Context: an optimization exercise on an open-source flow, tuned for small area and a short achievable clock period. The choices shown serve that exercise and are no tape-out recipe. Where RTL was checked, it was by simulation tests only, not by an equivalence proof against the original. The RTL of run 2 was laid out without a check of its function. No activity file was given, so power comes from the tool's default toggle rates.

## flow/design.v (module list and top-level ports; edited modules follow where they fit)
// module mux2: 7 lines
// module mux4: 14 lines
// module mux8: 18 lines
// module adder: 7 lines
// module alu: 30 lines
// module cmp: 18 lines
// module ext: 22 lines
// module npc: 22 lines
// module grf: 25 lines
// module dmInput: 25 lines
// module dmOutput: 40 lines
// module pc: 14 lines
// module exceptionF: 12 lines
// module exceptionD: 28 lines
// module exceptionE: 28 lines
// module exceptionM: 50 lines
// module control: 1066 lines
// module forward: 73 lines
// module pause: 30 lines
// module F_D_reg: 34 lines
// module D_E_reg: 98 lines
// module E_M_reg: 93 lines
// module M_W_reg: 83 lines
// module stageF: 13 lines
// module stageD: 28 lines
// module stageE: 10 lines
// module stageM: 23 lines
// module cp0: 71 lines
// module cpu: 439 lines
module cpu(
    input clk,
    input reset,
    output [31:0] i_addr,
    input [31:0] i_data,
    output [31:0] dm_addr,
    output [31:0] dm_wdata,
    output dm_we,
    input [31:0] dm_rdata,
    output [31:0] PrAddr,
    output [31:0] PrWD,
    input [31:0] PrRD,
    output PrWE,
    input [7:2] HWInt
    );
  // ...
==> flow/run.sh <==
#!/bin/bash
# synth_recipe.tcl (not shown) runs the flow's synth.tcl, then flattens the netlist and writes it again
# the make line also repeats each setting of config.mk as NAME=value (left out here)
make -C /OpenROAD-flow-scripts/flow DESIGN_CONFIG=/design/flow/config.mk WORK_HOME=/design/flow/orfs CLKGATE_MAP_FILE= SYNTH_SCRIPT=/design/flow/synth_recipe.tcl finish
==> flow/config.mk <==
export PLATFORM = sky130hd
export DESIGN_NAME = cpu
export DESIGN_NICKNAME = cpu
export VERILOG_FILES = /design/flow/design.v
export SDC_FILE = /design/flow/constraint.sdc
export NUM_CORES = 4
export LEC_CHECK = 0
export CAP_MARGIN = 20
export CORE_MARGIN = 2
export CORE_UTILIZATION = 40
export SETUP_SLACK_MARGIN = 5
export SLEW_MARGIN = 20
==> flow/constraint.sdc <==
create_clock -name core_clock -period 10.0 [get_ports {clk}]
set_input_delay 2.0000 -clock core_clock [delete_from_list [all_inputs] [get_ports {clk}]]
set_output_delay 2.0000 -clock core_clock [all_outputs]
set_load 0.01 [all_outputs]
==> reports/results.txt, run 1 <==
Ratio of cells with drive above 1 in the final layout -> 16.03%
Root Driver -> clkbuf_16
CP Data Arrival Time -> 6.32 ns
Sinks on Clock Net -> 1625
Area leader, netlist -> edfxtp_1
Crit path from -> ALUOut_M[15]
Slew Limit Fails -> 0
Worst R2R Setup Slack -> 4.43 ns
Most common cell after layout, fill and taps aside -> edfxtp_1
Critical path's slowest cell -> dfxtp_1
Required @ worst endpoint -> 10.75 ns
Overflow after GRT -> 0
F_max -> 0.1795 GHz
Critical Path Fanout Max -> 12
CTS Buf Count -> 174
Clock buffer cells -> 235
Leakage -> 0.03553 µW
Largest net degree at the start of global routing -> 88
# Max-Cap Violations -> 0
Status -> timing/DRC/antenna clean
Port Buf Inserts -> 243
Setup violations, final -> 0
Multiplexer share of the synthesized area -> 5.506%
Synth Area per Inst -> 10.49 µm²
P_int -> 16170 µW
Synth Area in XOR/XNOR -> 3.062%
GRT Util Overall -> 42.70%
Reg clk slew, reported paths -> 0.06 ns
Area of the core -> 0.2073 mm²
==> module cpu, before the edit <==
module cpu(
    input clk,
    input reset,
    output [31:0] i_addr,
    input [31:0] i_data,
    output [31:0] dm_addr,
    output [31:0] dm_wdata,
    output dm_we,
    input [31:0] dm_rdata,
    output [31:0] PrAddr,
    output [31:0] PrWD,
    input [31:0] PrRD,
    output PrWE,
    input [7:2] HWInt
    );
reg [31:0] PC;
reg [31:0] IR_D, PC_D;
reg ExcF_D, slot_D;
reg [31:0] Rs_E, Rt_E, PC_E;
reg [15:0] imm_E;
reg aM_E, aW_E, aR_E, aS_E;
reg bM_E, bW_E, bR_E, bXs_E, bXz_E, bXl_E, bX2_E;
reg oSum_E, oLog_E, oSh_E, oSlt_E, oSltu_E, oPC_E;
reg [3:0] lut_E;
reg sub_E, sll_E, sra_E, rot_E;
reg [4:0] A3_E;
reg wrS_E, movz_E;
reg [1:0] Tnew_E;
reg fMt_E, fWt_E;
reg DM_RE_E, DM_WE_E;
reg [2:0] DMOOp_E, DMIOp_E;
reg [1:0] WDsel_E;
reg eret_E, CP0_WE_E;
reg excEn_E;
reg [4:0] excCode_E;
reg ExcD_E, ExcDAdEL_E;
reg slot_E, pause_E;
reg ld_E, w_E, h_E, bh_E;
reg [31:0] ALUOut_M, Rt_M, PC_M;
reg [4:0] A3_M, rd_M;
reg wr_M, Tnew1_M, fWt_M;
reg DM_RE_M, DM_WE_M;
reg [2:0] DMOOp_M, DMIOp_M;
reg [1:0] WDsel_M;
reg eret_M, CP0_WE_M;
reg ExcD_M, excEn_M, sum32_M;
reg [4:0] ExcCode_EM;
reg slot_M, pause_M;
reg ld_M, w_M, h_M, bh_M;
reg [31:0] WD_W;
reg [4:0] A3_W;
reg wr_W, eret_W;
reg [31:0] SR, CAUSE, EPC, PrID;
reg [32*32-1:32] Rv;
wire IntReq = SR[0] & ~SR[1] & (|(SR[15:10] & HWInt));
wire [1:0] NPCsel_D, NPCOp_D, ExtOp_D, ALUasel_D, ALUbsel_D, WDsel_D;
wire [3:0] CMPOp_D, ALUOp_D;
wire DM_RE_D, DM_WE_D, GRF_WE_D, eret_ctl_D, CP0_WE_D;
wire [2:0] DMOOp_D, DMIOp_D, A3sel_D;
wire [1:0] Tnew_D, Tuse_Rs_D, Tuse_Rt_D;
control Control(.IR(IR_D),
	.NPCsel(NPCsel_D), .ExtOp(ExtOp_D), .NPCOp(NPCOp_D), .CMPOp(CMPOp_D),
	.ALUasel(ALUasel_D), .ALUbsel(ALUbsel_D), .ALUOp(ALUOp_D),
	.DM_RE(DM_RE_D), .DM_WE(DM_WE_D), .DMOOp(DMOOp_D), .DMIOp(DMIOp_D),
	.A3sel(A3sel_D), .WDsel(WDsel_D), .GRF_WE(GRF_WE_D),
	.Tnew(Tnew_D), .Tuse_Rs(Tuse_Rs_D), .Tuse_Rt(Tuse_Rt_D),
	.eret(eret_ctl_D), .CP0_WE(CP0_WE_D));
wire Exc_D;
wire [4:0] ExcCode_D_unused;
exceptionD ExceptionD(.IR(IR_D), .Exc_D(Exc_D), .ExcCode_D(ExcCode_D_unused));
wire [5:0] op_D = IR_D[31:26];
wire [5:0] fn_D = IR_D[5:0];
wire [4:0] rs_D = IR_D[25:21];
wire [4:0] rt_D = IR_D[20:16];
wire [4:0] rd_D = IR_D[15:11];
wire eret_D = IR_D == 32'b010000_1000_0000_0000_0000_0000_011000;
wire cal_D  = (op_D == 6'b000000) ? (fn_D == 6'b100000 || fn_D == 6'b100010) : (op_D == 6'b001000);
wire load_D = op_D == 6'b100011 || op_D == 6'b100000 || op_D == 6'b100100 || op_D == 6'b100001 || op_D == 6'b100101;
wire save_D = op_D == 6'b101011 || op_D == 6'b101000 || op_D == 6'b101001;
wire w_D    = op_D == 6'b101011 || op_D == 6'b100011;
wire h_D    = op_D == 6'b101001 || op_D == 6'b100001 || op_D == 6'b100101;
wire bh_D   = op_D == 6'b101001 || op_D == 6'b101000 || op_D == 6'b100001 || op_D == 6'b100101 || op_D == 6'b100000 || op_D == 6'b100100;
function [31:0] grf_read(input [4:0] a);
	integer k;
	begin
		grf_read = 32'b0;
		for (k = 1; k < 32; k = k + 1)
			grf_read = grf_read | (Rv[k*32 +: 32] & {32{a == k}});
	end
endfunction
reg [31:0] RP1_D, RP2_D;
wire [31:0] GRF_RD1 = RP1_D;
wire [31:0] GRF_RD2 = RP2_D;
wire [31:0] fRt_E;
wire wrE = wrS_E & (~movz_E | (fRt_E == 32'b0));
wire [31:0] PC8_E = PC_E + 32'd8;
wire mM_s = wr_M & (A3_M == rs_D);
wire mW_s = wr_W & (A3_W == rs_D);
wire mE_s = wrE  & (A3_E == rs_D);
wire mM_t = wr_M & (A3_M == rt_D);
wire mW_t = wr_W & (A3_W == rt_D);
wire mE_t = wrE  & (A3_E == rt_D);
wire [4:0] rs_F = i_data[25:21];
wire [4:0] rt_F = i_data[20:16];
wire [31:0] rdF1 = (wr_W & (A3_W == rs_F)) ? WD_W : grf_read(rs_F);
wire [31:0] rdF2 = (wr_W & (A3_W == rt_F)) ? WD_W : grf_read(rt_F);
always @(posedge clk) begin
	RP1_D <= pause ? (mW_s ? WD_W : RP1_D) : rdF1;
	RP2_D <= pause ? (mW_t ? WD_W : RP2_D) : rdF2;
end
wire [31:0] MF_RS_D = mM_s ? ALUOut_M : mW_s ? WD_W : mE_s ? PC8_E : GRF_RD1;
wire [31:0] MF_RT_D = mM_t ? ALUOut_M : mW_t ? WD_W : mE_t ? PC8_E : GRF_RD2;
reg Jump_D;
always @(*) begin
	case (CMPOp_D)
	1: Jump_D = ~MF_RS_D[31];
	2: Jump_D = ~MF_RS_D[31] & (MF_RS_D != 32'b0);
	3: Jump_D = MF_RS_D[31] | (MF_RS_D == 32'b0);
	4: Jump_D = MF_RS_D[31];
	5: Jump_D = MF_RS_D != MF_RT_D;
	default: Jump_D = MF_RS_D == MF_RT_D;
	endcase
end
wire [31:0] PC4_F = PC + 32'd4;
wire [31:0] PC4_D = PC_D + 32'd4;
wire [31:0] BrT_D = PC4_D + {{14{IR_D[15]}}, IR_D[15:0], 2'b00};
wire [31:0] PC8_D = PC_D + 32'd8;
reg [31:0] NPC_base;
always @(*) begin
	if (eret_D) NPC_base = EPC;
	else if (IntReq) NPC_base = 32'h0000_4180;
	else case (NPCsel_D)
	0: NPC_base = PC4_F;
	1: NPC_base = (NPCOp_D == 2'd0) ? PC8_D : (NPCOp_D == 2'd1) ? {PC4_D[31:28], IR_D[25:0], 2'b00} : 32'h3000;
	2: NPC_base = MF_RS_D;
	default: NPC_base = 32'b0;
	endcase
end
wire take_br = ~eret_D & ~IntReq & (NPCsel_D == 2'd1) & (NPCOp_D == 2'd0) & Jump_D;
wire [31:0] NPC = take_br ? BrT_D : NPC_base;
wire eret_stall = eret_D & ((CP0_WE_E & (imm_E[15:11] == 5'd14)) | (CP0_WE_M & (rd_M == 5'd14)));
wire stall_Rs = (mE_s & (Tuse_Rs_D < Tnew_E)) | (mM_s & (Tuse_Rs_D < {1'b0, Tnew1_M}));
wire stall_Rt = (mE_t & (Tuse_Rt_D < Tnew_E)) | (mM_t & (Tuse_Rt_D < {1'b0, Tnew1_M}));
wire pause = ~IntReq & (eret_stall | stall_Rs | stall_Rt);
wire eret_nop = eret_D & ~pause;
reg [4:0] A3c_D;
always @(*) begin
	case (A3sel_D)
	0: A3c_D = rd_D;
	1: A3c_D = rt_D;
	2: A3c_D = rs_D;
	3: A3c_D = 5'd31;
	4: A3c_D = rd_D;
	5: A3c_D = 5'd31;
	default: A3c_D = 5'd0;
	endcase
end
wire wrS_D = GRF_WE_D & (A3c_D != 5'd0) & ((A3sel_D != 3'd5) | Jump_D);
assign i_addr = PC;
wire Exc_F = !(PC >= 32'h0000_3000 && PC <= 32'h0000_4FFF) || (PC[1:0] != 2'b00);
always @(posedge clk) begin
	if (reset)
		PC <= 32'h0000_3000;
	else if (!pause)
		PC <= NPC;
end
always @(posedge clk) begin
	if (reset || IntReq || eret_nop) begin
		IR_D <= 32'b0;
		PC_D <= 32'b0;
		ExcF_D <= 1'b0;
		slot_D <= 1'b0;
	end else if (!pause) begin
		IR_D <= i_data;
		PC_D <= PC;
		ExcF_D <= Exc_F;
		slot_D <= NPCsel_D != 2'b0;
	end
end
wire flushE = reset | IntReq | pause;
wire fMs_n = wrE & (A3_E == rs_D);
wire fWs_n = wr_M & (A3_M == rs_D);
wire fMt_n = wrE & (A3_E == rt_D);
wire fWt_n = wr_M & (A3_M == rt_D);
always @(posedge clk) begin
	Rs_E <= MF_RS_D;
	Rt_E <= MF_RT_D;
	imm_E <= IR_D[15:0];
	aM_E <= (ALUasel_D == 2'd0) & fMs_n;
	aW_E <= (ALUasel_D == 2'd0) & ~fMs_n & fWs_n;
	aR_E <= (ALUasel_D == 2'd0) & ~fMs_n & ~fWs_n;
	aS_E <= ALUasel_D == 2'd1;
	bM_E <= (ALUbsel_D == 2'd0) & fMt_n;
	bW_E <= (ALUbsel_D == 2'd0) & ~fMt_n & fWt_n;
	bR_E <= (ALUbsel_D == 2'd0) & ~fMt_n & ~fWt_n;
	bXs_E <= (ALUbsel_D == 2'd1) & (ExtOp_D == 2'd0);
	bXz_E <= (ALUbsel_D == 2'd1) & (ExtOp_D == 2'd1);
	bXl_E <= (ALUbsel_D == 2'd1) & (ExtOp_D == 2'd2);
	bX2_E <= (ALUbsel_D == 2'd1) & (ExtOp_D == 2'd3);
	oSum_E <= (ALUOp_D == 4'b0000) | (ALUOp_D == 4'b0001);
	oLog_E <= (ALUOp_D == 4'b0010) | (ALUOp_D == 4'b0011) | (ALUOp_D == 4'b1001) |
	          (ALUOp_D == 4'b1010) | (ALUOp_D == 4'b1011) | ((ALUOp_D == 4'b1100) & (ALUbsel_D != 2'd2));
	oSh_E <= (ALUOp_D == 4'b0100) | (ALUOp_D == 4'b0101) | (ALUOp_D == 4'b0110) | (ALUOp_D == 4'b1101);
	oSlt_E <= ALUOp_D == 4'b0111;
	oSltu_E <= ALUOp_D == 4'b1000;
	oPC_E <= (ALUOp_D == 4'b1100) & (ALUbsel_D == 2'd2);
	case (ALUOp_D)
	4'b0010: lut_E <= 4'b1000;
	4'b0011: lut_E <= 4'b1110;
	4'b1001: lut_E <= 4'b0001;
	4'b1010: lut_E <= 4'b0110;
	4'b1011: lut_E <= 4'b1100;
	default: lut_E <= 4'b1010;
	endcase
	sub_E <= (ALUOp_D == 4'b0001) | (ALUOp_D == 4'b0111) | (ALUOp_D == 4'b1000);
	sll_E <= ALUOp_D == 4'b0110;
	sra_E <= ALUOp_D == 4'b0101;
	rot_E <= ALUOp_D == 4'b1101;
	A3_E <= A3c_D;
	movz_E <= A3sel_D == 3'd4;
	Tnew_E <= Tnew_D;
	fMt_E <= fMt_n;
	fWt_E <= fWt_n;
	DMOOp_E <= DMOOp_D;
	DMIOp_E <= DMIOp_D;
	WDsel_E <= WDsel_D;
	ExcDAdEL_E <= ExcF_D;
	ld_E <= load_D;
	w_E <= w_D;
	h_E <= h_D;
	bh_E <= bh_D;
	excCode_E <= cal_D ? 12 : load_D ? 4 : save_D ? 5 : 5'd0;
	pause_E <= pause;
	if (flushE) begin
		PC_E <= 32'b0;
		wrS_E <= 1'b0;
		DM_RE_E <= 1'b0;
		DM_WE_E <= 1'b0;
		eret_E <= 1'b0;
		CP0_WE_E <= 1'b0;
		excEn_E <= 1'b0;
		ExcD_E <= 1'b0;
		slot_E <= 1'b0;
	end else begin
		PC_E <= PC_D;
		wrS_E <= wrS_D;
		DM_RE_E <= DM_RE_D;
		DM_WE_E <= DM_WE_D;
		eret_E <= eret_ctl_D;
		CP0_WE_E <= CP0_WE_D;
		excEn_E <= cal_D | load_D | save_D;
		ExcD_E <= ExcF_D | Exc_D;
		slot_E <= slot_D;
	end
end
assign fRt_E = fMt_E ? ALUOut_M : fWt_E ? WD_W : Rt_E;
wire [31:0] ALUa = ({32{aM_E}} & ALUOut_M) | ({32{aW_E}} & WD_W) | ({32{aR_E}} & Rs_E) |
                   ({32{aS_E}} & {27'b0, imm_E[10:6]});
wire [31:0] ALUb = ({32{bM_E}} & ALUOut_M) | ({32{bW_E}} & WD_W) | ({32{bR_E}} & Rt_E) |
                   ({32{bXs_E}} & {{16{imm_E[15]}}, imm_E}) |
                   ({32{bXz_E}} & {16'b0, imm_E}) |
                   ({32{bXl_E}} & {imm_E, 16'b0}) |
                   ({32{bX2_E}} & {{14{imm_E[15]}}, imm_E, 2'b00});
wire [32:0] sA = {ALUa[31], ALUa};
wire [32:0] sB = {ALUb[31], ALUb} ^ {33{sub_E}};
wire [32:0] sum = sA + sB + {32'b0, sub_E};
wire slt_r = sum[32];
wire sltu_r = sum[32] ^ ALUa[31] ^ ALUb[31];
function [31:0] rev32(input [31:0] x);
	integer k;
	begin
		for (k = 0; k < 32; k = k + 1) rev32[k] = x[31 - k];
	end
endfunction
wire [31:0] shLo = sll_E ? rev32(ALUb) : ALUb;
wire [31:0] shHi = rot_E ? ALUb : (sra_E ? {32{ALUb[31]}} : 32'b0);
wire [63:0] shF = {shHi, shLo} >> ALUa[4:0];
wire [31:0] shR = sll_E ? rev32(shF[31:0]) : shF[31:0];
reg [31:0] logR;
integer li;
always @(*)
	for (li = 0; li < 32; li = li + 1)
		logR[li] = lut_E[{ALUa[li], ALUb[li]}];
wire [31:0] ALU_Out = ({32{oSum_E}} & sum[31:0]) | ({32{oLog_E}} & logR) | ({32{oSh_E}} & shR) |
                      {31'b0, (oSlt_E & slt_r) | (oSltu_E & sltu_r)} | ({32{oPC_E}} & PC8_E);
wire flushM = reset | IntReq;
always @(posedge clk) begin
	ALUOut_M <= ALU_Out;
	Rt_M <= fRt_E;
	A3_M <= A3_E;
	rd_M <= imm_E[15:11];
	Tnew1_M <= Tnew_E == 2'd2;
	fWt_M <= fMt_E;
	DMOOp_M <= DMOOp_E;
	DMIOp_M <= DMIOp_E;
	WDsel_M <= WDsel_E;
	ld_M <= ld_E;
	w_M <= w_E;
	h_M <= h_E;
	bh_M <= bh_E;
	ExcCode_EM <= ExcD_E ? (ExcDAdEL_E ? 4 : 10) : excCode_E;
	sum32_M <= sum[32];
	if (flushM) begin
		PC_M <= 32'b0;
		wr_M <= 1'b0;
		DM_RE_M <= 1'b0;
		DM_WE_M <= 1'b0;
		eret_M <= 1'b0;
		CP0_WE_M <= 1'b0;
		ExcD_M <= 1'b0;
		excEn_M <= 1'b0;
		slot_M <= 1'b0;
		pause_M <= 1'b0;
	end else begin
		PC_M <= PC_E;
		wr_M <= wrE;
		DM_RE_M <= DM_RE_E;
		DM_WE_M <= DM_WE_E;
		eret_M <= eret_E;
		CP0_WE_M <= CP0_WE_E;
		ExcD_M <= ExcD_E;
		excEn_M <= excEn_E;
		slot_M <= slot_E;
		pause_M <= pause_E;
	end
end
wire [31:0] fRt_M = fWt_M ? WD_W : Rt_M;
wire [31:0] A_M = ALUOut_M;
wire Pr = A_M > 32'h0000_4FFF;
wire inDM = A_M <= 32'h0000_2FFF;
assign PrAddr = {A_M[31:2], 2'b00};
assign PrWD = fRt_M;
assign PrWE = DM_WE_M & ~IntReq;
assign dm_addr = inDM ? {A_M[31:2], 2'b00} : 32'b0;
assign dm_we = DM_WE_M & ~IntReq & ~Pr;
reg [31:0] DMIn;
always @(*) begin
	case (DMIOp_M)
	1: case (A_M[1:0])
		0: DMIn = {dm_rdata[31:8], fRt_M[7:0]};
		1: DMIn = {dm_rdata[31:16], fRt_M[7:0], dm_rdata[7:0]};
		2: DMIn = {dm_rdata[31:24], fRt_M[7:0], dm_rdata[15:0]};
		default: DMIn = {fRt_M[7:0], dm_rdata[23:0]};
	   endcase
	2: DMIn = A_M[1] ? {fRt_M[15:0], dm_rdata[15:0]} : {dm_rdata[31:16], fRt_M[15:0]};
	default: DMIn = fRt_M;
	endcase
end
assign dm_wdata = DMIn;
wire [31:0] Bridge_Out = Pr ? PrRD : dm_rdata;
reg [31:0] DMOut;
wire [7:0] lbyte = A_M[1] ? (A_M[0] ? Bridge_Out[31:24] : Bridge_Out[23:16]) : (A_M[0] ? Bridge_Out[15:8] : Bridge_Out[7:0]);
wire [15:0] lhalf = A_M[1] ? Bridge_Out[31:16] : Bridge_Out[15:0];
always @(*) begin
	case (DMOOp_M)
	1: DMOut = {24'b0, lbyte};
	2: DMOut = {{24{lbyte[7]}}, lbyte};
	3: DMOut = {16'b0, lhalf};
	4: DMOut = {{16{lhalf[15]}}, lhalf};
	default: DMOut = Bridge_Out;
	endcase
end
wire AOk = (A_M <= 32'h0000_2FFF) ||
           (A_M >= 32'h0000_7F00 && A_M <= 32'h0000_7F0B) ||
           (A_M >= 32'h0000_7F10 && A_M <= 32'h0000_7F43);
wire NowriteA = (A_M >= 32'h0000_7F08 && A_M <= 32'h0000_7F0B) ||
                (A_M >= 32'h0000_7F18 && A_M <= 32'h0000_7F1B);
wire timer = (A_M >= 32'h0000_7F00 && A_M <= 32'h0000_7F0B) ||
             (A_M >= 32'h0000_7F10 && A_M <= 32'h0000_7F1B);
wire memop_M = DM_RE_M | DM_WE_M;
wire Exc_M = memop_M & (~AOk | (w_M & (A_M[1:0] != 2'b00)) | (h_M & A_M[0]) |
                        (NowriteA & ~ld_M) | (timer & bh_M));
wire [4:0] ExcCode_M = ld_M ? 4 : 5;
wire [4:0] RA = rd_M;
wire [31:0] CP0_Out = (RA == 5'd12) ? SR :
                      (RA == 5'd13) ? CAUSE :
                      (RA == 5'd14) ? {EPC[31:2], 2'b00} :
                      (RA == 5'd15) ? PrID : 32'b0;
wire Exc_EM = ExcD_M | (excEn_M & (sum32_M ^ ALUOut_M[31]));
wire Exc = Exc_EM | Exc_M;
wire [4:0] ExcCode = Exc_EM ? ExcCode_EM : ExcCode_M;
wire slot = pause_M ? (pause_E ? slot_D : slot_E) : slot_M;
wire [31:0] pcSel = pause_M ? (pause_E ? PC_D : PC_E) : PC_M;
wire [31:0] epcNew = slot ? pcSel - 32'd4 : pcSel;
wire CP0_WE = CP0_WE_M & ~IntReq;
always @(posedge clk) begin
	if (reset) begin
		SR <= 32'h0000_ff11;
		CAUSE <= 32'b0;
		EPC <= 32'b0;
		PrID <= "ZZYC";
	end else if (CP0_WE) begin
		if (RA == 5'd12) SR <= fRt_M;
		if (RA == 5'd13) CAUSE <= fRt_M;
		if (RA == 5'd14) EPC <= fRt_M;
		if (RA == 5'd15) PrID <= fRt_M;
	end
	if (eret_W)
		SR[1] <= 1'b0;
	if (IntReq | Exc) begin
		CAUSE[15:10] <= HWInt;
		EPC <= epcNew;
		if (slot) CAUSE[31] <= 1'b1;
		SR[1] <= 1'b1;
		CAUSE[6:2] <= IntReq ? 0 : ExcCode;
		CAUSE[9:8] <= 2'b0;
	end
	if (eret_M)
		CAUSE[31] <= 1'b0;
end
reg [31:0] WD_M;
always @(*) begin
	case (WDsel_M)
	1: WD_M = DMOut;
	3: WD_M = CP0_Out;
	default: WD_M = A_M;
	endcase
end
always @(posedge clk) begin
	WD_W <= WD_M;
	A3_W <= A3_M;
	if (flushM) begin
		wr_W <= 1'b0;
		eret_W <= 1'b0;
	end else begin
		wr_W <= wr_M;
		eret_W <= eret_M;
	end
end
wire [31:0] WD_G = WD_W & {32{~reset}};
genvar gi;
generate
	for (gi = 1; gi < 32; gi = gi + 1) begin : regs
		always @(posedge clk)
			if (reset | (wr_W & (A3_W == gi)))
				Rv[gi*32 +: 32] <= WD_G;
	end
endgenerate
endmodule
==> inputs of run 2 (changes only) <==
--- a/flow/design.v
+++ b/flow/design.v
@@ -2018,13 +2018,10 @@
 reg [31:0] Rs_E, Rt_E, PC_E;
 reg [15:0] imm_E;
-reg aM_E, aW_E, aR_E, aS_E;
-reg bM_E, bW_E, bR_E, bXs_E, bXz_E, bXl_E, bX2_E;
-reg oSum_E, oLog_E, oSh_E, oSlt_E, oSltu_E, oPC_E;
-reg [3:0] lut_E;
-reg sub_E, sll_E, sra_E, rot_E;
+reg [3:0] ALUOp_E;
+reg [1:0] ALUasel_E, ALUbsel_E, ExtOp_E;
 reg [4:0] A3_E;
 reg wrS_E, movz_E;
 reg [1:0] Tnew_E;
-reg fMt_E, fWt_E;
+reg fMs_E, fWs_E, fMt_E, fWt_E;
 reg DM_RE_E, DM_WE_E;
 reg [2:0] DMOOp_E, DMIOp_E;
@@ -2178,47 +2175,19 @@
 end
 wire flushE = reset | IntReq | pause;
-wire fMs_n = wrE & (A3_E == rs_D);
-wire fWs_n = wr_M & (A3_M == rs_D);
-wire fMt_n = wrE & (A3_E == rt_D);
-wire fWt_n = wr_M & (A3_M == rt_D);
 always @(posedge clk) begin
 	Rs_E <= MF_RS_D;
 	Rt_E <= MF_RT_D;
 	imm_E <= IR_D[15:0];
-	aM_E <= (ALUasel_D == 2'd0) & fMs_n;
-	aW_E <= (ALUasel_D == 2'd0) & ~fMs_n & fWs_n;
-	aR_E <= (ALUasel_D == 2'd0) & ~fMs_n & ~fWs_n;
-	aS_E <= ALUasel_D == 2'd1;
-	bM_E <= (ALUbsel_D == 2'd0) & fMt_n;
-	bW_E <= (ALUbsel_D == 2'd0) & ~fMt_n & fWt_n;
-	bR_E <= (ALUbsel_D == 2'd0) & ~fMt_n & ~fWt_n;
-	bXs_E <= (ALUbsel_D == 2'd1) & (ExtOp_D == 2'd0);
-	bXz_E <= (ALUbsel_D == 2'd1) & (ExtOp_D == 2'd1);
-	bXl_E <= (ALUbsel_D == 2'd1) & (ExtOp_D == 2'd2);
-	bX2_E <= (ALUbsel_D == 2'd1) & (ExtOp_D == 2'd3);
-	oSum_E <= (ALUOp_D == 4'b0000) | (ALUOp_D == 4'b0001);
-	oLog_E <= (ALUOp_D == 4'b0010) | (ALUOp_D == 4'b0011) | (ALUOp_D == 4'b1001) |
-	          (ALUOp_D == 4'b1010) | (ALUOp_D == 4'b1011) | ((ALUOp_D == 4'b1100) & (ALUbsel_D != 2'd2));
-	oSh_E <= (ALUOp_D == 4'b0100) | (ALUOp_D == 4'b0101) | (ALUOp_D == 4'b0110) | (ALUOp_D == 4'b1101);
-	oSlt_E <= ALUOp_D == 4'b0111;
-	oSltu_E <= ALUOp_D == 4'b1000;
-	oPC_E <= (ALUOp_D == 4'b1100) & (ALUbsel_D == 2'd2);
-	case (ALUOp_D)
-	4'b0010: lut_E <= 4'b1000;
-	4'b0011: lut_E <= 4'b1110;
-	4'b1001: lut_E <= 4'b0001;
-	4'b1010: lut_E <= 4'b0110;
-	4'b1011: lut_E <= 4'b1100;
-	default: lut_E <= 4'b1010;
-	endcase
-	sub_E <= (ALUOp_D == 4'b0001) | (ALUOp_D == 4'b0111) | (ALUOp_D == 4'b1000);
-	sll_E <= ALUOp_D == 4'b0110;
-	sra_E <= ALUOp_D == 4'b0101;
-	rot_E <= ALUOp_D == 4'b1101;
+	ALUOp_E <= ALUOp_D;
+	ALUasel_E <= ALUasel_D;
+	ALUbsel_E <= ALUbsel_D;
+	ExtOp_E <= ExtOp_D;
 	A3_E <= A3c_D;
 	movz_E <= A3sel_D == 3'd4;
 	Tnew_E <= Tnew_D;
-	fMt_E <= fMt_n;
-	fWt_E <= fWt_n;
+	fMs_E <= wrE & (A3_E == rs_D);
+	fWs_E <= wr_M & (A3_M == rs_D);
+	fMt_E <= wrE & (A3_E == rt_D);
+	fWt_E <= wr_M & (A3_M == rt_D);
 	DMOOp_E <= DMOOp_D;
 	DMIOp_E <= DMIOp_D;
@@ -2253,15 +2222,22 @@
 	end
 end
+wire [31:0] fRs_E = fMs_E ? ALUOut_M : fWs_E ? WD_W : Rs_E;
 assign fRt_E = fMt_E ? ALUOut_M : fWt_E ? WD_W : Rt_E;
-wire [31:0] ALUa = ({32{aM_E}} & ALUOut_M) | ({32{aW_E}} & WD_W) | ({32{aR_E}} & Rs_E) |
-                   ({32{aS_E}} & {27'b0, imm_E[10:6]});
-wire [31:0] ALUb = ({32{bM_E}} & ALUOut_M) | ({32{bW_E}} & WD_W) | ({32{bR_E}} & Rt_E) |
-                   ({32{bXs_E}} & {{16{imm_E[15]}}, imm_E}) |
-                   ({32{bXz_E}} & {16'b0, imm_E}) |
-                   ({32{bXl_E}} & {imm_E, 16'b0}) |
-                   ({32{bX2_E}} & {{14{imm_E[15]}}, imm_E, 2'b00});
+reg [31:0] Ext_E;
+always @(*) begin
+	case (ExtOp_E)
+	0: Ext_E = {{16{imm_E[15]}}, imm_E};
+	1: Ext_E = {16'b0, imm_E};
+	2: Ext_E = {imm_E, 16'b0};
+	default: Ext_E = {{14{imm_E[15]}}, imm_E, 2'b00};
+	endcase
+end
+wire [31:0] ALUa = (ALUasel_E == 2'd0) ? fRs_E : (ALUasel_E == 2'd1) ? {27'b0, imm_E[10:6]} : 32'b0;
+wire [31:0] ALUb = (ALUbsel_E == 2'd0) ? fRt_E : (ALUbsel_E == 2'd1) ? Ext_E : 32'b0;
+wire [31:0] passB = (ALUbsel_E == 2'd2) ? PC8_E : ALUb;
+wire subop = (ALUOp_E == 4'b0001) | (ALUOp_E == 4'b0111) | (ALUOp_E == 4'b1000);
 wire [32:0] sA = {ALUa[31], ALUa};
-wire [32:0] sB = {ALUb[31], ALUb} ^ {33{sub_E}};
-wire [32:0] sum = sA + sB + {32'b0, sub_E};
+wire [32:0] sB = {ALUb[31], ALUb} ^ {33{subop}};
+wire [32:0] sum = sA + sB + {32'b0, subop};
 wire slt_r = sum[32];
 wire sltu_r = sum[32] ^ ALUa[31] ^ ALUb[31];
@@ -2272,15 +2248,31 @@
 	end
 endfunction
-wire [31:0] shLo = sll_E ? rev32(ALUb) : ALUb;
-wire [31:0] shHi = rot_E ? ALUb : (sra_E ? {32{ALUb[31]}} : 32'b0);
+wire isll = ALUOp_E == 4'b0110;
+wire isra = ALUOp_E == 4'b0101;
+wire irot = ALUOp_E == 4'b1101;
+wire [31:0] shLo = isll ? rev32(ALUb) : ALUb;
+wire [31:0] shHi = irot ? ALUb : (isra ? {32{ALUb[31]}} : 32'b0);
 wire [63:0] shF = {shHi, shLo} >> ALUa[4:0];
-wire [31:0] shR = sll_E ? rev32(shF[31:0]) : shF[31:0];
-reg [31:0] logR;
-integer li;
-always @(*)
-	for (li = 0; li < 32; li = li + 1)
-		logR[li] = lut_E[{ALUa[li], ALUb[li]}];
-wire [31:0] ALU_Out = ({32{oSum_E}} & sum[31:0]) | ({32{oLog_E}} & logR) | ({32{oSh_E}} & shR) |
-                      {31'b0, (oSlt_E & slt_r) | (oSltu_E & sltu_r)} | ({32{oPC_E}} & PC8_E);
+wire [31:0] shR = isll ? rev32(shF[31:0]) : shF[31:0];
+reg [31:0] ALU_Out;
+always @(*) begin
+	case (ALUOp_E)
+	4'b0000: ALU_Out = sum[31:0];
+	4'b0001: ALU_Out = sum[31:0];
+	4'b0010: ALU_Out = ALUa & ALUb;
+	4'b0011: ALU_Out = ALUa | ALUb;
+	4'b0100: ALU_Out = shR;
+	4'b0101: ALU_Out = shR;
+	4'b0110: ALU_Out = shR;
+	4'b0111: ALU_Out = {31'b0, slt_r};
+	4'b1000: ALU_Out = {31'b0, sltu_r};
+	4'b1001: ALU_Out = ~(ALUa | ALUb);
+	4'b1010: ALU_Out = ALUa ^ ALUb;
+	4'b1011: ALU_Out = ALUa;
+	4'b1100: ALU_Out = passB;
+	4'b1101: ALU_Out = shR;
+	default: ALU_Out = 32'b0;
+	endcase
+end
 wire flushM = reset | IntReq;
 always @(posedge clk) begin
==> run 2 against run 1 <==
Against the previous run: via count is 0.26% lower; register-to-register slack lost 0.12 ns; cell count grew 2.0%; critical endpoint is now ALUOut_M[31]; combinational power grew 8%; fmax down 2.1%; critical path depth up 1; sequential power barely moved; still clean on timing, DRC and antenna; routed wire length decreased by 1.8%; global-route usage down 0.97 points; flip-flop and latch count down 13.
==> reports/results.txt, run 2 <==
Status -> timing/DRC/antenna clean (unchanged)
Worst-Margin Slew -> 1.228 ns (was 1.265 ns)
Port Buf Inserts -> 243 (unchanged)
Cell variety after synth -> 101 (was 94)
Fin util -> 47.99% (was 47.82%)
Max reg flops -> 992 (unchanged)
Final period util -> 56.88% (was 55.70%)
Worst Setup Path Type -> register to register (unchanged)
Clk buf depth -> 3 (unchanged)
CP Data Arrival Time -> 6.40 ns (was 6.32 ns)
Placed Cells -> 10830 (was 10636)
Most numerous cell in the Yosys netlist -> edfxtp_1 (unchanged)
Post-synth ARST share -> 0% (unchanged)
Drt first pass iters -> 14 (unchanged)
Sinks on Clock Net -> 1612 (was 1625)
Sw Share -> 42.09% (was 43.04%)
DIE WIDTH -> 462.1 µm (was 461.0 µm)
CP Cell Sequence -> buf_12 > buf_16 > mux2i_4 > o21ai_2 > a222oi_1 > buf_4 > xor2_2 > ha_1 > o21ai_1 > a21boi_1 > o211a_1 > nand2b_4 > o2111ai_4 > a31oi_4 > a2111o_1 > a21oi_2 > o21bai_2 > and2_4 > a41o_4 > a21o_1 > a221oi_2 > mux2i_1 > a221o_1 (was nand2_1 > o21ai_1 > nor4_4 > nand4_1 > o21a_1 > buf_12 > nor2_4 > buf_6 > buf_12 > buf_12 > o21ai_0 > o21ai_1 > xor2_1 > nor4b_4 > and3_4 > a311o_2 > a21oi_4 > buf_12 > buf_12 > buf_4 > nor2_1 > a2111oi_4)
Register bank with the most flops -> Rv (unchanged)
Synth top area share -> 39.32% (was 39.51%)
Post-synthesis sequential area ratio -> 51.55% (was 52.11%)
Clk pwr share -> 24.5% (was 23.4%)
Initial core utilization -> 40.13% (was 40.30%)
Chip height -> 462.1 µm (was 461.0 µm)
Synth Area in XOR/XNOR -> 2.984% (was 3.062%)
Slew Limit Headroom -> 17.63% (was 15.70%)
ANT nets after route -> 0 (unchanged)
Most frequent cells in the layout -> edfxtp_1, nand2_1, nor2_1 (was edfxtp_1, nand2_1, a22oi_1)
Finished Layout Cells -> 11330 (was 11112)
Combinational power share -> 40.1% (was 38.9%)
Worst Skew -> 0.06813 ns (was 0.05526 ns)
Root Driver -> clkbuf_16 (unchanged)
Tmin final -> 5.688 ns (was 5.570 ns)
First-pass GRT wire length -> 618200 µm (was 626700 µm)
Leakage -> 0.03710 µW (was 0.03553 µW)
GRT Util Overall -> 41.73% (was 42.70%)
Vias/cell -> 7.117 (was 7.275)
Mapped cell area -> 0.08393 mm² (was 0.08353 mm²)
Synth Area per Inst -> 10.33 µm² (was 10.49 µm²)
Hold Path Class -> register to register (unchanged)
Most common cell after layout, fill and taps aside -> edfxtp_1 (unchanged)
Worst setup EP type -> register (unchanged)
Largest net degree at the start of global routing -> 74 (was 88)
Cell area power density -> 296.2 mW/mm² (was 286.5 mW/mm²)
Clk Latency, worst-skew pair -> 0.89 ns (about the same)
Reg clk slew, reported paths -> 0.06 ns (about the same)
Synthesis-stage register bit count -> 1612 (was 1625)
Area Growth Syn to Fin -> 19.58% (was 18.65%)
Max VDD drop -> 0.2312 mV (was 0.2049 mV)
Initial DRC Count -> 14827 (was 15868)
Critical path's slowest cell -> a222oi_1 (was dfxtp_1)
H-tree levels -> 4 (unchanged)
Syn Inst Count -> 8127 (was 7960)
Compound-Gate Fraction of Synth Area -> 21.99% (was 21.95%)
Cell family with most CP delay -> compound AO/OA/AOI/OAI gates (unchanged)
Wire per inst -> 40.82 µm (was 42.39 µm)
Vias in the first global route -> 74336 (was 74416)
Ys flop type -> edfxtp_1 (unchanged)
Largest family of logic cells by synthesized area -> compound AO/OA/AOI/OAI gates (unchanged)
F_max -> 0.1758 GHz (was 0.1795 GHz)
Post-synthesis adder-cell area fraction -> 2.045% (was 1.096%)
Hold_buf cts -> 0 (unchanged)
Top post-synthesis cells by count -> edfxtp_1, nand2_1, nor2_1, clkbuf_1, a21oi_1 (was edfxtp_1, nand2_1, clkbuf_1, nor2_1, a22oi_1)
# rows -> 168 (was 167)
RSZ-0062 raised after global routing -> yes (unchanged)
Area of the core -> 0.2092 mm² (was 0.2073 mm²)
Multiplexer share of the synthesized area -> 4.581% (was 5.506%)
Startpoint Class -> register (unchanged)
CP peak stage delay -> 0.88 ns (was 0.60 ns)
Area leader, netlist -> edfxtp_1 (unchanged)
Placer Congestion -> 1.028 (was 1.056)
Final hold slack -> 0.3268 ns (was 0.3250 ns)
Psw -> 12510 µW (was 12220 µW)
Io pins -> 266 (unchanged)
Buf/Inv on CP -> 3 (was 7)
Critical Path Fanout Max -> 6 (was 12)
Simple-Gate Fraction of Synth Area -> 12.34% (was 11.93%)
Post-synth EDFFs -> 1099 (unchanged)
Overflow after GRT -> 0 (unchanged)
# Max-Cap Violations -> 0 (unchanged)
Hpwl dp -> 294700 µm (was 303600 µm)
CTS Buf Count -> 174 (unchanged)
WL final -> 462500 µm (was 471000 µm)
Setup violations, final -> 0 (unchanged)
P_int -> 17220 µW (was 16170 µW)
Drt drc -> 0 (unchanged)
Ratio of cells with drive above 1 in the final layout -> 15.98% (was 16.03%)
Sequential share of power -> 35.4% (was 37.7%)
Dominant cells by area after synthesis -> edfxtp_1, dfxtp_1, a22oi_1, mux2i_1, a221oi_1 (unchanged)
Required @ worst endpoint -> 10.71 ns (was 10.75 ns)
Final #Nets -> 8597 (was 8319)
Via count -> 80631 (was 80841)
Slew Limit Fails -> 0 (unchanged)
Ys Warns -> 2 (unchanged)
Initial antenna violation count -> 33 (was 64)
Die ar. -> 0.2135 mm² (was 0.2125 mm²)
CTS tree -> yes (unchanged)
Final Total Pwr -> 29730 µW (was 28400 µW)
Final count of hold timing violations -> 0 (unchanged)
Setup TNS -> 0 ns (unchanged)
run 2: worst paths after layout:
path / from / to / slack [ns] / cells after the start
max: fWt_E / ALUOut_M[31] / 4.31 / 23
min: DMOOp_E[1] / DMOOp_M[1] / 0.33 / 0
max reg2reg: fWt_E / ALUOut_M[31] / 4.31 / 23
min reg2reg: DMOOp_E[1] / DMOOp_M[1] / 0.33 / 0
run 2: kinds of logic after synthesis:
kind of cell             after synthesis
AO/OA/AOI/OAI                       2574
other                                  1
buffers and inverters                925
adder cells (fa/ha/maj)              136
AND/OR/NAND/NOR                     2221
multiplexers                         372
flip-flops                          1612
XOR/XNOR                             286
run 2: stage by stage:
stage,instance area (µm²),worst slack (ns)
6_report,100400,4.312
5_1_grt,100300,4.181
4_1_cts,99130,4.564
3_5_place_dp,90710,2.728
3_3_place_gp,90670,2.798
2_1_floorplan,84050,5.000
run 2: worst register-to-register path, delay by kind of cell (launching register included):
| family | cells | cell delay, ns |
|---|---|---|
| compound gates | 14 | 3.54 |
| xor+xnor | 1 | 0.14 |
| fa+ha+maj | 1 | 0.26 |
| buf+inv | 3 | 0.55 |
| flops | 1 | 0.45 |
| mux | 2 | 0.36 |
| simple gates | 2 | 0.31 |
run 2: metal layers:
| layer | vias to the layer above | share of wire, % | track usage [%] |
|---|---|---|---|
| met2 | 7581 | 41 | 60.36 |
| met5 | - | 0.045 | 0.3167 |
| met1 | 39014 | 34 | 50.75 |
| li1 | 31818 | - | - |
| met4 | 26 | 9.9 | 32.11 |
| met3 | 2192 | 15 | 14.53 |
run 2: final cells by class:
cell class | count | area (µm²)
Fill cell | 19017 | 108800
Multi-Input combinational cell | 5613 | 39260
Inverter | 187 | 753.2
Clock buffer | 220 | 4805
Sequential cell | 1612 | 43360
Timing Repair Buffer | 768 | 6954
Timing Repair inverter | 1 | 30.03
Clock inverter | 105 | 1640
Tap cell | 2805 | 3510
Antenna cell | 19 | 47.55
run 2: power groups by stage:
| stage | combinational [µW] | clock (µW) | sequential [µW] |
|---|---|---|---|
| after global placement | 10500 | 0 | 10500 |
| final | 11900 | 7280 | 10500 |
| after floorplan | 6220 | 0 | 9600 |
| after CTS | 11100 | 7260 | 10400 |
| after global routing | 12300 | 7540 | 10600 |
| after detailed placement | 10500 | 0 | 10500 |
run 2: repair_timing:
action	4_1_cts	5_1_grt
setup endpoints to repair	317	174
buffers inserted	83	58
cloned	13	1
resized for setup	453	188
pin swaps	95	64
==> inputs of run 3 (changes only) <==
--- a/flow/design.v
+++ b/flow/design.v
@@ -2018,10 +2018,14 @@
 reg [31:0] Rs_E, Rt_E, PC_E;
 reg [15:0] imm_E;
-reg [3:0] ALUOp_E;
-reg [1:0] ALUasel_E, ALUbsel_E, ExtOp_E;
+reg aM_E, aW_E, aR_E, aS_E;
+reg hM_E, hW_E, hR_E, hS_E;
+reg bM_E, bW_E, bR_E, bXs_E, bXz_E, bXl_E, bX2_E, bZ_E;
+reg oSum_E, oLog_E, oSh_E, oSlt_E, oSltu_E, oPC_E;
+reg [3:0] lut_E;
+reg sub_E, sll_E, sra_E, rot_E;
 reg [4:0] A3_E;
 reg wrS_E, movz_E;
 reg [1:0] Tnew_E;
-reg fMs_E, fWs_E, fMt_E, fWt_E;
+reg fMt_E, fWt_E;
 reg DM_RE_E, DM_WE_E;
 reg [2:0] DMOOp_E, DMIOp_E;
@@ -2049,5 +2053,6 @@
 reg [31:0] SR, CAUSE, EPC, PrID;
 reg [32*32-1:32] Rv;
-wire IntReq = SR[0] & ~SR[1] & (|(SR[15:10] & HWInt));
+reg [7:2] IntMask;
+wire IntReq = |(IntMask & HWInt);
 wire [1:0] NPCsel_D, NPCOp_D, ExtOp_D, ALUasel_D, ALUbsel_D, WDsel_D;
 wire [3:0] CMPOp_D, ALUOp_D;
@@ -2071,4 +2076,6 @@
 wire [4:0] rd_D = IR_D[15:11];
 wire eret_D = IR_D == 32'b010000_1000_0000_0000_0000_0000_011000;
+wire [4:0] rs_F = i_data[25:21];
+wire [4:0] rt_F = i_data[20:16];
 wire cal_D  = (op_D == 6'b000000) ? (fn_D == 6'b100000 || fn_D == 6'b100010) : (op_D == 6'b001000);
 wire load_D = op_D == 6'b100011 || op_D == 6'b100000 || op_D == 6'b100100 || op_D == 6'b100001 || op_D == 6'b100101;
@@ -2091,12 +2098,13 @@
 wire wrE = wrS_E & (~movz_E | (fRt_E == 32'b0));
 wire [31:0] PC8_E = PC_E + 32'd8;
-wire mM_s = wr_M & (A3_M == rs_D);
-wire mW_s = wr_W & (A3_W == rs_D);
-wire mE_s = wrE  & (A3_E == rs_D);
-wire mM_t = wr_M & (A3_M == rt_D);
-wire mW_t = wr_W & (A3_W == rt_D);
-wire mE_t = wrE  & (A3_E == rt_D);
-wire [4:0] rs_F = i_data[25:21];
-wire [4:0] rt_F = i_data[20:16];
+reg sM_s, sW_s, sE_s, sM_t, sW_t, sE_t;
+wire mM_s = sM_s;
+wire mW_s = sW_s;
+wire mE_s = sE_s;
+wire mM_t = sM_t;
+wire mW_t = sW_t;
+wire mE_t = sE_t;
+wire mEd_s = wrE & (A3_E == rs_D);
+wire mEd_t = wrE & (A3_E == rt_D);
 wire [31:0] rdF1 = (wr_W & (A3_W == rs_F)) ? WD_W : grf_read(rs_F);
 wire [31:0] rdF2 = (wr_W & (A3_W == rt_F)) ? WD_W : grf_read(rt_F);
@@ -2136,6 +2144,6 @@
 wire [31:0] NPC = take_br ? BrT_D : NPC_base;
 wire eret_stall = eret_D & ((CP0_WE_E & (imm_E[15:11] == 5'd14)) | (CP0_WE_M & (rd_M == 5'd14)));
-wire stall_Rs = (mE_s & (Tuse_Rs_D < Tnew_E)) | (mM_s & (Tuse_Rs_D < {1'b0, Tnew1_M}));
-wire stall_Rt = (mE_t & (Tuse_Rt_D < Tnew_E)) | (mM_t & (Tuse_Rt_D < {1'b0, Tnew1_M}));
+wire stall_Rs = (mEd_s & (Tuse_Rs_D < Tnew_E)) | (mM_s & (Tuse_Rs_D < {1'b0, Tnew1_M}));
+wire stall_Rt = (mEd_t & (Tuse_Rt_D < Tnew_E)) | (mM_t & (Tuse_Rt_D < {1'b0, Tnew1_M}));
 wire pause = ~IntReq & (eret_stall | stall_Rs | stall_Rt);
 wire eret_nop = eret_D & ~pause;
@@ -2153,4 +2161,17 @@
 end
 wire wrS_D = GRF_WE_D & (A3c_D != 5'd0) & ((A3sel_D != 3'd5) | Jump_D);
+wire link_D = GRF_WE_D & (A3c_D != 5'd0) & (A3sel_D != 3'd5) & (Tnew_D == 2'd0);
+always @(posedge clk) begin
+	if (reset || IntReq || eret_nop) begin
+		sM_s <= 1'b0; sW_s <= 1'b0; sE_s <= 1'b0;
+		sM_t <= 1'b0; sW_t <= 1'b0; sE_t <= 1'b0;
+	end else if (pause) begin
+		sM_s <= mEd_s; sW_s <= wr_M & (A3_M == rs_D); sE_s <= 1'b0;
+		sM_t <= mEd_t; sW_t <= wr_M & (A3_M == rt_D); sE_t <= 1'b0;
+	end else begin
+		sM_s <= wrE & (A3_E == rs_F); sW_s <= wr_M & (A3_M == rs_F); sE_s <= link_D & (A3c_D == rs_F);
+		sM_t <= wrE & (A3_E == rt_F); sW_t <= wr_M & (A3_M == rt_F); sE_t <= link_D & (A3c_D == rt_F);
+	end
+end
 assign i_addr = PC;
 wire Exc_F = !(PC >= 32'h0000_3000 && PC <= 32'h0000_4FFF) || (PC[1:0] != 2'b00);
@@ -2175,19 +2196,53 @@
 end
 wire flushE = reset | IntReq | pause;
+wire shop_D = (ALUOp_D == 4'b0100) | (ALUOp_D == 4'b0101) | (ALUOp_D == 4'b0110) | (ALUOp_D == 4'b1101);
+wire fMs_n = mEd_s;
+wire fWs_n = wr_M & (A3_M == rs_D);
+wire fMt_n = mEd_t;
+wire fWt_n = wr_M & (A3_M == rt_D);
 always @(posedge clk) begin
 	Rs_E <= MF_RS_D;
 	Rt_E <= MF_RT_D;
 	imm_E <= IR_D[15:0];
-	ALUOp_E <= ALUOp_D;
-	ALUasel_E <= ALUasel_D;
-	ALUbsel_E <= ALUbsel_D;
-	ExtOp_E <= ExtOp_D;
+	aM_E <= (ALUasel_D == 2'd0) & fMs_n;
+	aW_E <= (ALUasel_D == 2'd0) & ~fMs_n & fWs_n;
+	aR_E <= (ALUasel_D == 2'd0) & ~fMs_n & ~fWs_n;
+	aS_E <= ALUasel_D == 2'd1;
+	hM_E <= shop_D & (ALUasel_D == 2'd0) & fMs_n;
+	hW_E <= shop_D & (ALUasel_D == 2'd0) & ~fMs_n & fWs_n;
+	hR_E <= shop_D & (ALUasel_D == 2'd0) & ~fMs_n & ~fWs_n;
+	hS_E <= shop_D & (ALUasel_D == 2'd1);
+	bM_E <= (ALUbsel_D == 2'd0) & fMt_n;
+	bW_E <= (ALUbsel_D == 2'd0) & ~fMt_n & fWt_n;
+	bR_E <= (ALUbsel_D == 2'd0) & ~fMt_n & ~fWt_n;
+	bXs_E <= (ALUbsel_D == 2'd1) & (ExtOp_D == 2'd0);
+	bXz_E <= (ALUbsel_D == 2'd1) & (ExtOp_D == 2'd1);
+	bXl_E <= (ALUbsel_D == 2'd1) & (ExtOp_D == 2'd2);
+	bX2_E <= (ALUbsel_D == 2'd1) & (ExtOp_D == 2'd3);
+	bZ_E <= (ALUbsel_D[1] == 1'b1) & ((ALUOp_D == 4'b0001) | (ALUOp_D == 4'b0111) | (ALUOp_D == 4'b1000));
+	oSum_E <= (ALUOp_D == 4'b0000) | (ALUOp_D == 4'b0001);
+	oLog_E <= (ALUOp_D == 4'b0010) | (ALUOp_D == 4'b0011) | (ALUOp_D == 4'b1001) |
+	          (ALUOp_D == 4'b1010) | (ALUOp_D == 4'b1011) | ((ALUOp_D == 4'b1100) & (ALUbsel_D != 2'd2));
+	oSh_E <= shop_D;
+	oSlt_E <= ALUOp_D == 4'b0111;
+	oSltu_E <= ALUOp_D == 4'b1000;
+	oPC_E <= (ALUOp_D == 4'b1100) & (ALUbsel_D == 2'd2);
+	case (ALUOp_D)
+	4'b0010: lut_E <= 4'b1000;
+	4'b0011: lut_E <= 4'b1110;
+	4'b1001: lut_E <= 4'b0001;
+	4'b1010: lut_E <= 4'b0110;
+	4'b1011: lut_E <= 4'b1100;
+	default: lut_E <= 4'b1010;
+	endcase
+	sub_E <= (ALUOp_D == 4'b0001) | (ALUOp_D == 4'b0111) | (ALUOp_D == 4'b1000);
+	sll_E <= ALUOp_D == 4'b0110;
+	sra_E <= ALUOp_D == 4'b0101;
+	rot_E <= ALUOp_D == 4'b1101;
 	A3_E <= A3c_D;
 	movz_E <= A3sel_D == 3'd4;
 	Tnew_E <= Tnew_D;
-	fMs_E <= wrE & (A3_E == rs_D);
-	fWs_E <= wr_M & (A3_M == rs_D);
-	fMt_E <= wrE & (A3_E == rt_D);
-	fWt_E <= wr_M & (A3_M == rt_D);
+	fMt_E <= fMt_n;
+	fWt_E <= fWt_n;
 	DMOOp_E <= DMOOp_D;
 	DMIOp_E <= DMIOp_D;
@@ -2222,24 +2277,19 @@
 	end
 end
-wire [31:0] fRs_E = fMs_E ? ALUOut_M : fWs_E ? WD_W : Rs_E;
 assign fRt_E = fMt_E ? ALUOut_M : fWt_E ? WD_W : Rt_E;
-reg [31:0] Ext_E;
-always @(*) begin
-	case (ExtOp_E)
-	0: Ext_E = {{16{imm_E[15]}}, imm_E};
-	1: Ext_E = {16'b0, imm_E};
-	2: Ext_E = {imm_E, 16'b0};
-	default: Ext_E = {{14{imm_E[15]}}, imm_E, 2'b00};
-	endcase
-end
-wire [31:0] ALUa = (ALUasel_E == 2'd0) ? fRs_E : (ALUasel_E == 2'd1) ? {27'b0, imm_E[10:6]} : 32'b0;
-wire [31:0] ALUb = (ALUbsel_E == 2'd0) ? fRt_E : (ALUbsel_E == 2'd1) ? Ext_E : 32'b0;
-wire [31:0] passB = (ALUbsel_E == 2'd2) ? PC8_E : ALUb;
-wire subop = (ALUOp_E == 4'b0001) | (ALUOp_E == 4'b0111) | (ALUOp_E == 4'b1000);
+wire [31:0] ALUa = ({32{aM_E}} & ALUOut_M) | ({32{aW_E}} & WD_W) | ({32{aR_E}} & Rs_E) |
+                   ({32{aS_E}} & {27'b0, imm_E[10:6]});
+wire [31:0] SX = {32{sub_E}};
+wire [31:0] ALUbx = ({32{bM_E}} & (ALUOut_M ^ SX)) | ({32{bW_E}} & (WD_W ^ SX)) | ({32{bR_E}} & (Rt_E ^ SX)) |
+                    ({32{bXs_E}} & ({{16{imm_E[15]}}, imm_E} ^ SX)) |
+                    ({32{bXz_E}} & ({16'b0, imm_E} ^ SX)) |
+                    ({32{bXl_E}} & ({imm_E, 16'b0} ^ SX)) |
+                    ({32{bX2_E}} & ({{14{imm_E[15]}}, imm_E, 2'b00} ^ SX)) |
+                    {32{bZ_E}};
 wire [32:0] sA = {ALUa[31], ALUa};
-wire [32:0] sB = {ALUb[31], ALUb} ^ {33{subop}};
-wire [32:0] sum = sA + sB + {32'b0, subop};
+wire [32:0] sB = {ALUbx[31], ALUbx};
+wire [32:0] sum = sA + sB + {32'b0, sub_E};
 wire slt_r = sum[32];
-wire sltu_r = sum[32] ^ ALUa[31] ^ ALUb[31];
+wire sltu_r = sum[32] ^ ALUa[31] ^ ALUbx[31] ^ sub_E;
 function [31:0] rev32(input [31:0] x);
 	integer k;
@@ -2248,31 +2298,17 @@
 	end
 endfunction
-wire isll = ALUOp_E == 4'b0110;
-wire isra = ALUOp_E == 4'b0101;
-wire irot = ALUOp_E == 4'b1101;
-wire [31:0] shLo = isll ? rev32(ALUb) : ALUb;
-wire [31:0] shHi = irot ? ALUb : (isra ? {32{ALUb[31]}} : 32'b0);
-wire [63:0] shF = {shHi, shLo} >> ALUa[4:0];
-wire [31:0] shR = isll ? rev32(shF[31:0]) : shF[31:0];
-reg [31:0] ALU_Out;
-always @(*) begin
-	case (ALUOp_E)
-	4'b0000: ALU_Out = sum[31:0];
-	4'b0001: ALU_Out = sum[31:0];
-	4'b0010: ALU_Out = ALUa & ALUb;
-	4'b0011: ALU_Out = ALUa | ALUb;
-	4'b0100: ALU_Out = shR;
-	4'b0101: ALU_Out = shR;
-	4'b0110: ALU_Out = shR;
-	4'b0111: ALU_Out = {31'b0, slt_r};
-	4'b1000: ALU_Out = {31'b0, sltu_r};
-	4'b1001: ALU_Out = ~(ALUa | ALUb);
-	4'b1010: ALU_Out = ALUa ^ ALUb;
-	4'b1011: ALU_Out = ALUa;
-	4'b1100: ALU_Out = passB;
-	4'b1101: ALU_Out = shR;
-	default: ALU_Out = 32'b0;
-	endcase
-end
+wire [31:0] shLo = sll_E ? rev32(fRt_E) : fRt_E;
+wire [31:0] shHi = rot_E ? fRt_E : (sra_E ? {32{fRt_E[31]}} : 32'b0);
+wire [4:0] shamt = ({5{hM_E}} & ALUOut_M[4:0]) | ({5{hW_E}} & WD_W[4:0]) | ({5{hR_E}} & Rs_E[4:0]) |
+                   ({5{hS_E}} & imm_E[10:6]);
+wire [63:0] shF = {shHi, shLo} >> shamt;
+wire [31:0] shR = sll_E ? rev32(shF[31:0]) : shF[31:0];
+reg [31:0] logR;
+integer li;
+always @(*)
+	for (li = 0; li < 32; li = li + 1)
+		logR[li] = lut_E[{ALUa[li], ALUbx[li]}];
+wire [31:0] ALU_Out = ({32{oSum_E}} & sum[31:0]) | ({32{oLog_E}} & logR) | ({32{oSh_E}} & shR) |
+                      {31'b0, (oSlt_E & slt_r) | (oSltu_E & sltu_r)} | ({32{oPC_E}} & PC8_E);
 wire flushM = reset | IntReq;
 always @(posedge clk) begin
@@ -2375,23 +2411,34 @@
 wire [31:0] epcNew = slot ? pcSel - 32'd4 : pcSel;
 wire CP0_WE = CP0_WE_M & ~IntReq;
+reg [31:0] SR_n;
+always @(*) begin
+	SR_n = SR;
+	if (reset)
+		SR_n = 32'h0000_ff11;
+	else if (CP0_WE && (RA == 5'd12))
+		SR_n = fRt_M;
+	if (eret_W)
+		SR_n[1] = 1'b0;
+	if (IntReq | Exc)
+		SR_n[1] = 1'b1;
+end
+always @(posedge clk) begin
+	SR <= SR_n;
+	IntMask <= SR_n[15:10] & {6{SR_n[0] & ~SR_n[1]}};
+end
 always @(posedge clk) begin
 	if (reset) begin
-		SR <= 32'h0000_ff11;
 		CAUSE <= 32'b0;
 		EPC <= 32'b0;
 		PrID <= "ZZYC";
 	end else if (CP0_WE) begin
-		if (RA == 5'd12) SR <= fRt_M;
 		if (RA == 5'd13) CAUSE <= fRt_M;
 		if (RA == 5'd14) EPC <= fRt_M;
 		if (RA == 5'd15) PrID <= fRt_M;
 	end
-	if (eret_W)
-		SR[1] <= 1'b0;
 	if (IntReq | Exc) begin
 		CAUSE[15:10] <= HWInt;
 		EPC <= epcNew;
 		if (slot) CAUSE[31] <= 1'b1;
-		SR[1] <= 1'b1;
 		CAUSE[6:2] <= IntReq ? 0 : ExcCode;
 		CAUSE[9:8] <= 2'b0;
==> flow/flow/run.sh (new file) <==
#!/bin/bash
set -euo pipefail
bash standard.sh MATCH_CELL_FOOTPRINT=0 SETUP_SLACK_MARGIN=5.6 finish > standard.log 2>&1
==> flow/standard.sh (new file) <==
#!/bin/bash
# synth_recipe.tcl (not shown) runs the flow's synth.tcl, then flattens the netlist and writes it again
# the make line also repeats each setting of config.mk as NAME=value (left out here)
make -C /OpenROAD-flow-scripts/flow DESIGN_CONFIG=/design/flow/config.mk WORK_HOME=/design/flow/orfs CLKGATE_MAP_FILE= SYNTH_SCRIPT=/design/flow/synth_recipe.tcl "${@:-finish}"
--- a/flow/config.mk
+++ b/flow/config.mk
@@ -9,4 +9,3 @@
 export CORE_MARGIN = 2
 export CORE_UTILIZATION = 40
-export SETUP_SLACK_MARGIN = 5
 export SLEW_MARGIN = 20
removed: flow/run.sh
==> run 3 against run 2 <==
Against the previous run: still clean on timing, DRC and antenna; routed wire length grew 5.8%; cell count grew 2.0%; sequential share of layout area shrank 1.1 points; synthesized cell count grew 0.17%.
==> reports/results.txt, run 3 <==
Status -> timing/DRC/antenna clean (unchanged)
Cell family with most CP delay -> simple AND/OR/NAND/NOR gates (was compound AO/OA/AOI/OAI gates)
Post-synth ARST share -> 0% (unchanged)
Hold Path Class -> register to register (unchanged)
Largest net degree at the start of global routing -> 75 (was 74)
Slew Limit Fails -> 0 (unchanged)
Finished Layout Cells -> 11558 (was 11330)
Ys flop type -> edfxtp_1 (unchanged)
Drt first pass iters -> 14 (unchanged)
Area leader, netlist -> edfxtp_1 (unchanged)
Most frequent cells in the layout -> edfxtp_1, nand2_1, buf_4 (was edfxtp_1, nand2_1, nor2_1)
Compound-Gate Fraction of Synth Area -> 23.40% (was 21.99%)
Ys Warns -> 2 (unchanged)
# rows -> 169 (was 168)
Io pins -> 266 (unchanged)
Root Driver -> clkbuf_16 (unchanged)
Reg clk slew, reported paths -> 0.06 ns (about the same)
Setup TNS -> 0 ns (unchanged)
Vias in the first global route -> 78075 (was 74336)
Setup violations, final -> 0 (unchanged)
DIE WIDTH -> 466.3 µm (was 462.1 µm)
Largest family of logic cells by synthesized area -> compound AO/OA/AOI/OAI gates (unchanged)
Synth Area per Inst -> 10.50 µm² (was 10.33 µm²)
Simple-Gate Fraction of Synth Area -> 11.36% (was 12.34%)
GRT met1 Usage -> 49.42% (was 50.75%)
H-tree levels -> 4 (unchanged)
Area Growth Syn to Fin -> 22.25% (was 19.58%)
Grt met2 use -> 61.75% (was 60.36%)
Synth Area in XOR/XNOR -> 2.828% (was 2.984%)
Leakage -> 0.03825 µW (was 0.03710 µW)
CTS tree -> yes (unchanged)
M3 GR Usage -> 17.00% (was 14.53%)
Syn Inst Count -> 8141 (was 8127)
CTS Buf Count -> 176 (was 174)
Buf/Inv on CP -> 3 (unchanged)
Synth top area share -> 38.60% (was 39.32%)
First-pass GRT wire length -> 650400 µm (was 618200 µm)
Overflow after GRT -> 0 (unchanged)
Via count -> 84555 (was 80631)
Top post-synthesis cells by count -> edfxtp_1, nand2_1, clkbuf_1, dfxtp_1, nor2_1 (was edfxtp_1, nand2_1, nor2_1, clkbuf_1, a21oi_1)
Cell variety after synth -> 104 (was 101)
Clk Latency, worst-skew pair -> 0.91 ns (was 0.89 ns)
Chip height -> 466.3 µm (was 462.1 µm)
Critical path's slowest cell -> and3_4 (was a222oi_1)
Area of the core -> 0.2123 mm² (was 0.2092 mm²)
Ratio of cells with drive above 1 in the final layout -> 19.97% (was 15.98%)
# Max-Cap Violations -> 0 (unchanged)
Hpwl dp -> 306100 µm (was 294700 µm)
Cell area power density -> 285.8 mW/mm² (was 296.2 mW/mm²)
Slew Limit Headroom -> 16.23% (was 17.63%)
WL final -> 489600 µm (was 462500 µm)
Most numerous cell in the Yosys netlist -> edfxtp_1 (unchanged)
Max reg flops -> 992 (unchanged)
Port Buf Inserts -> 243 (unchanged)
Vias/cell -> 7.316 (was 7.117)
Initial antenna violation count -> 36 (was 33)
Worst R2R Setup Slack -> 5.38 ns (was 4.31 ns)
Drt drc -> 0 (unchanged)
CP peak stage delay -> 0.23 ns (was 0.88 ns)
Mapped cell area -> 0.08549 mm² (was 0.08393 mm²)
Initial core utilization -> 40.27% (was 40.13%)
Register bank with the most flops -> Rv (unchanged)
Final period util -> 50.36% (was 56.88%)
Sinks on Clock Net -> 1642 (was 1612)
Most common cell after layout, fill and taps aside -> edfxtp_1 (unchanged)
Worst Setup Path Type -> primary input to output pin (was register to register)
Post-synthesis adder-cell area fraction -> 1.095% (was 2.045%)
Dominant cells by area after synthesis -> edfxtp_1, dfxtp_1, a221oi_1, a22o_1, mux2i_1 (was edfxtp_1, dfxtp_1, a22oi_1, mux2i_1, a221oi_1)
Placer Congestion -> 1.035 (was 1.028)
CP Cell Sequence -> buf_6 > a22oi_2 > and3_4 > buf_12 > and2_4 > and2_4 > buf_6 (was buf_12 > buf_16 > mux2i_4 > o21ai_2 > a222oi_1 > buf_4 > xor2_2 > ha_1 > o21ai_1 > a21boi_1 > o211a_1 > nand2b_4 > o2111ai_4 > a31oi_4 > a2111o_1 > a21oi_2 > o21bai_2 > and2_4 > a41o_4 > a21o_1 > a221oi_2 > mux2i_1 > a221o_1)
Max VDD drop -> 0.2036 mV (was 0.2312 mV)
RSZ-0062 raised after global routing -> yes (unchanged)
Multiplexer share of the synthesized area -> 5.221% (was 4.581%)
GRT busiest layer -> met2 (unchanged)
F_max -> 0.1986 GHz (was 0.1758 GHz)
Required @ worst endpoint -> 8.00 ns (was 10.71 ns)
Final count of hold timing violations -> 0 (unchanged)
Synthesis-stage register bit count -> 1642 (was 1612)
Die ar. -> 0.2174 mm² (was 0.2135 mm²)
Final #Nets -> 8740 (was 8597)
Worst setup EP type -> output pin (was register)
Critical Path Fanout Max -> 2 (was 6)
Worst Skew -> 0.08015 ns (was 0.06813 ns)
GRT Util Overall -> 43.00% (was 41.73%)
Post-synthesis sequential area ratio -> 51.32% (was 51.55%)
Clk buf depth -> 3 (unchanged)
Post-synth EDFFs -> 1099 (unchanged)
Wire per inst -> 42.36 µm (was 40.82 µm)
CP Data Arrival Time -> 3.04 ns (was 6.40 ns)
ANT nets after route -> 0 (unchanged)
Worst-Margin Slew -> 1.257 ns (was 1.228 ns)
Initial DRC Count -> 16350 (was 14827)
Tmin final -> 5.036 ns (was 5.688 ns)
Placed Cells -> 10872 (was 10830)
Startpoint Class -> primary input (was register)
## run 3: area by class of cell
type	count	area (µm²)
Inverter	261	1094
Clock buffer	222	4867
Antenna cell	26	65.06
Clock inverter	104	1500
Fill cell	18910	107800
Multi-Input combinational cell	5524	40550
Timing Repair Buffer	955	8831
Tap cell	2821	3530
Timing Repair inverter	3	33.78
Sequential cell	1642	44040
## run 3: per-layer routing
layer  share of wire (%)  wire length (µm)
met1                  33            160300
met2                  41            198700
met3                  15             73330
met4                  12             56770
met5               0.086               421
## run 3: power breakdown
part           total, µW  switching, µW  internal [µW]
Combinational      12000           7900           4100
Clock               7270           3060           4210
Sequential         10600           1550           9050
## run 3: worst reg2reg max path, stage by stage, from the launching register on
cell and delay, ns:
dfxtp_2 0.46, buf_6 0.25, a222oi_1 0.86, inv_1 0.20, ha_4 0.29, a21o_1 0.16
a21o_1 0.15, a21o_1 0.18, a21o_1 0.17, a211oi_2 0.33, a21oi_4 0.12, o31ai_4 0.23
o21a_1 0.18, or4b_4 0.49, nand3_4 0.10, xnor2_2 0.07, a221o_1 0.28
## run 3: timing repair
item / in CTS / in global routing
hold endpoints to repair: 0 / 0
setup buffers: 192 / 106
cloned: 21 / 8
resized for setup: 770 / 290
endpoints found under the setup margin: 391 / 312
hold buffers: 0 / 0
pin swaps: 119 / 112
## run 3: metrics by stage
step                instance area (µm²)  hold WS (ns)  util, %  power, µW  worst slack, ns
floorplan                         85750        0.3096        -      15350            5.153
global placement                  92280        0.3142    43.47      20350            2.788
detailed placement                92330        0.3128    43.49      20410            2.575
CTS                              102600        0.2999    48.31      28560            4.990
global route                     104400        0.3067    49.20      30290            4.952
finish                           104500        0.2995    49.23      29860            4.964
## run 3: path summary, 6_finish.rpt
path	end	cells after the start	startpoint
worst max register to register	ALUOut_M[0]	16	aM_E
worst max-delay path	dm_we	7	HWInt[3]
worst min register to register	w_M	0	w_E
worst min-delay path	w_M	0	w_E
## run 3: logic make-up after synthesis
| group | Yosys count |
|---|---|
| AO/OA/AOI/OAI | 2696 |
| XOR/XNOR | 276 |
| adder cells (fa/ha/maj) | 73 |
| buffers and inverters | 1004 |
| flip-flops | 1642 |
| multiplexers | 411 |
| other | 1 |
| AND/OR/NAND/NOR | 2038 |

==> separate check: timing with driven ports <==
Ports are ideal in the flow. The routed layouts listed here were re-timed in OpenROAD.
Step 1, drivers: a clkbuf_16 drives clk and a buf_2 each remaining input, both assumed.
Step 2 moves the port delays by t, midway between the first and last clock arrival at a register: inputs arrive t later, outputs are due t later. That takes back most of the time a late clock gives input paths.
Three values: no drivers, after step 1, after step 2; two values: the first two.
| run | t, ns | slack for setup (ns) | clock arrival spread, ns | worst register clock-pin slew, ns |
|---|---|---|---|---|
| run 1 | 0.964 | 4.430 / 4.430 / 3.844 | 0.055 / 0.055 | 0.07 / 0.07 |
| run 2 | 0.943 | 4.312 / 4.312 / 3.961 | 0.068 / 0.068 | 0.07 / 0.07 |
| run 3 | 0.972 | 4.964 / 4.933 / 4.538 | 0.083 / 0.083 | 0.07 / 0.07 |
After both steps setup and hold are still met in every run listed. For run 1, which loses most, drivers alone change the setup slack by 0.000 ns; drivers and shift together by -0.586 ns.
